What follows belongs to an exercise in optimizing a design on an open flow for small area; a production flow would make more cautious choices.
Only simulation tests tie the RTL to the original design; equivalence was not proved.
Power and IR drop assume default switching activity.

Setup of v29:
Design PicosOmpSsManager, start of the top module:
module PicosOmpSsManager #(
    parameter MAX_ACCS = 16,
    parameter MAX_ACC_CREATORS = 16,
    parameter MAX_ACC_TYPES = 16,
    parameter CMDIN_SUBQUEUE_LEN = 64,
    parameter CMDOUT_SUBQUEUE_LEN = 64,
    parameter SPAWNIN_QUEUE_LEN = 1024,
    parameter SPAWNOUT_QUEUE_LEN = 1024,
    parameter LOCK_SUPPORT = 0,
    parameter ENABLE_SPAWN_QUEUES = 0,
    parameter AXILITE_INTF = 0,
    parameter ENABLE_TASK_CREATION = 0,
    parameter DBG_AVAIL_COUNT_EN = 0,
    parameter DBG_AVAIL_COUNT_W = 1,
    parameter [MAX_ACC_TYPES*8-1:0]  SCHED_COUNT = 0,
    parameter [MAX_ACC_TYPES*8-1:0]  SCHED_ACCID = 0,
    parameter [MAX_ACC_TYPES*32-1:0] SCHED_TTYPE = 0,
    parameter MAX_ARGS_PER_TASK = 15,
    parameter MAX_DEPS_PER_TASK = 8,
    parameter MAX_COPS_PER_TASK = 15,
    localparam ACC_BITS = $clog2(MAX_ACCS)
) (
    input  clk,
    input  rstn,
    input  cmdout_in_tvalid,
    output cmdout_in_tready,
    input  [ACC_BITS-1:0] cmdout_in_tid,
    input  [63:0] cmdout_in_tdata,
    output cmdin_out_tvalid,
    input  cmdin_out_tready,
    output [ACC_BITS-1:0] cmdin_out_tdest,
    output [63:0] cmdin_out_tdata,
    output cmdin_out_tlast,
    output cmdin_queue_en,
    output [7:0] cmdin_queue_we,
    output [31:0] cmdin_queue_addr,
    output [63:0] cmdin_queue_din,
    input  [63:0] cmdin_queue_dout,
    output cmdout_queue_en,
    output [7:0] cmdout_queue_we,
    output [31:0] cmdout_queue_addr,
    output [63:0] cmdout_queue_din,
    input  [63:0] cmdout_queue_dout
);
Settings: LEC_CHECK=0, ABC_AREA=1, CAP_MARGIN=20, CORE_MARGIN=2, CORE_UTILIZATION=40, PLACE_DENSITY=0.6, SLEW_MARGIN=20; clock period 6.0 ns.
standard.sh (not shown) runs the stock make flow with config.mk's settings and CLKGATE_MAP_FILE= SYNTH_SCRIPT=/design/flow/synth_recipe.tcl, a recipe that flattens the netlist after the stock synthesis.
==> flow/flow/run.sh <==
#!/bin/bash
# Standard ORFS layout with three changes:
#  - port buffers use the smallest buffer cell (buf_1);
#  - one tie cell drives all constant outputs (no tie fan-out repair);
#  - clock tree from clkbuf_4 in small sink clusters, without dummy loads.
set -euo pipefail
export BUFFER_PORTS_ARGS="-buffer_cell sky130_fd_sc_hd__buf_1"
export SKIP_REPAIR_TIE_FANOUT=1
export CTS_ARGS="-sink_clustering_enable -repair_clock_nets -buf_list sky130_fd_sc_hd__clkbuf_4 -sink_clustering_size 8 -sink_clustering_max_diameter 50 -dont_use_dummy_load"
bash standard.sh "BUFFER_PORTS_ARGS=$BUFFER_PORTS_ARGS" SKIP_REPAIR_TIE_FANOUT=1 "CTS_ARGS=$CTS_ARGS" finish > standard.log 2>&1
The following lists how v33 was set up differently from v29:
Settings: a deleted ABC_AREA that had been 1.
--- a/flow/flow/run.sh
+++ b/flow/flow/run.sh
@@ -7,4 +7,4 @@
 export BUFFER_PORTS_ARGS="-buffer_cell sky130_fd_sc_hd__buf_1"
 export SKIP_REPAIR_TIE_FANOUT=1
-export CTS_ARGS="-sink_clustering_enable -repair_clock_nets -buf_list sky130_fd_sc_hd__clkbuf_4 -sink_clustering_size 8 -sink_clustering_max_diameter 50 -dont_use_dummy_load"
+export CTS_ARGS="-sink_clustering_enable -repair_clock_nets -buf_list sky130_fd_sc_hd__clkbuf_4 -sink_clustering_size 10 -sink_clustering_max_diameter 50 -dont_use_dummy_load"
 bash standard.sh "BUFFER_PORTS_ARGS=$BUFFER_PORTS_ARGS" SKIP_REPAIR_TIE_FANOUT=1 "CTS_ARGS=$CTS_ARGS" finish > standard.log 2>&1
Findings:
Post-route fraction of the period consumed by the critical path (higher): v33. Compared with v29, in v33 average wire per standard cell went up 3.1 um; total area of sequential cells ~0 delta. cmdout_queue_addr[8] as the end point of the critical path was reported by v29, and cmdout_queue_addr[7] by v33. Of v33 and v29, it is v33 that has the higher first-iteration DRC count. Compared with v29, in v33 count of buffering cells on the critical path with inverters included decreased by 1 relative to the old numbers; total detailed-routing wirelength fell about 0.8%; net load switching power went down by 11%; clock buffer count from CTS fell by 11.
### v33 -> v49
--- a/flow/flow/run.sh
+++ b/flow/flow/run.sh
@@ -7,4 +7,4 @@
 export BUFFER_PORTS_ARGS="-buffer_cell sky130_fd_sc_hd__buf_1"
 export SKIP_REPAIR_TIE_FANOUT=1
-export CTS_ARGS="-sink_clustering_enable -repair_clock_nets -buf_list sky130_fd_sc_hd__clkbuf_4 -sink_clustering_size 10 -sink_clustering_max_diameter 50 -dont_use_dummy_load"
+export CTS_ARGS="-sink_clustering_enable -repair_clock_nets -buf_list sky130_fd_sc_hd__clkbuf_4 -sink_clustering_size 8 -sink_clustering_max_diameter 50 -dont_use_dummy_load"
 bash standard.sh "BUFFER_PORTS_ARGS=$BUFFER_PORTS_ARGS" SKIP_REPAIR_TIE_FANOUT=1 "CTS_ARGS=$CTS_ARGS" finish > standard.log 2>&1
[summary]
Proportion of final cell area spent on non-clock buffers across v33 and v49: no real change. Compared with v33, v49 shows a sequential share of layout area that is 0.22 points lower. met3 wire length of v49 is on par with v33.
Relative to v49, the following input files were edited for v30:
--- a/flow/flow/run.sh
+++ b/flow/flow/run.sh
@@ -7,4 +7,4 @@
 export BUFFER_PORTS_ARGS="-buffer_cell sky130_fd_sc_hd__buf_1"
 export SKIP_REPAIR_TIE_FANOUT=1
-export CTS_ARGS="-sink_clustering_enable -repair_clock_nets -buf_list sky130_fd_sc_hd__clkbuf_4 -sink_clustering_size 8 -sink_clustering_max_diameter 50 -dont_use_dummy_load"
+export CTS_ARGS="-sink_clustering_enable -repair_clock_nets -buf_list sky130_fd_sc_hd__clkbuf_8 -sink_clustering_size 16 -sink_clustering_max_diameter 60 -dont_use_dummy_load"
 bash standard.sh "BUFFER_PORTS_ARGS=$BUFFER_PORTS_ARGS" SKIP_REPAIR_TIE_FANOUT=1 "CTS_ARGS=$CTS_ARGS" finish > standard.log 2>&1
Notes after the runs:
Result for v49 and v30: all clean
Taking v49 as the reference, in v30 met3 routing resource usage after global routing moved down; total design power moved up; shortest clock period the worst path allows after layout moved down; relative contribution of the clock network to total power moved up.
v49 -> v30: design area increased slightly
Routed wire length for v30 is lower than for v49.

[what the ideal ports hide]
In the flow no input, the clock included, has a driving cell. The finished layouts below were timed again as built, in two steps. Step 1 sets driving cells, clkbuf_16 on the clock port and buf_2 on the other inputs (assumed; they add their load-dependent delay and slew). Step 2 moves the port delays by t, midway between the first and last clock arrival at a register: inputs arrive t later, outputs are due t later. That takes back most of the time a late clock gives input paths. a / b / c = no drivers / after step 1 / after step 2; a / b = the first two.
| run | t (ns) | setup slack, ns | worst setup path after step 2 | latest minus earliest clock arrival (ns) |
|---|---|---|---|---|
| v29 | 0.828 | 1.698 / 1.648 / 1.885 | input to register | 0.064 / 0.064 |
| v33 | 0.796 | 1.288 / 1.235 / 2.031 | register to output | 0.140 / 0.140 |
| v49 | 0.829 | 1.247 / 1.195 / 2.024 | register to output | 0.140 / 0.140 |
| v30 | 0.633 | 1.416 / 1.365 / 1.997 | register to output | 0.088 / 0.089 |
After both steps setup and hold are still met in every run listed.
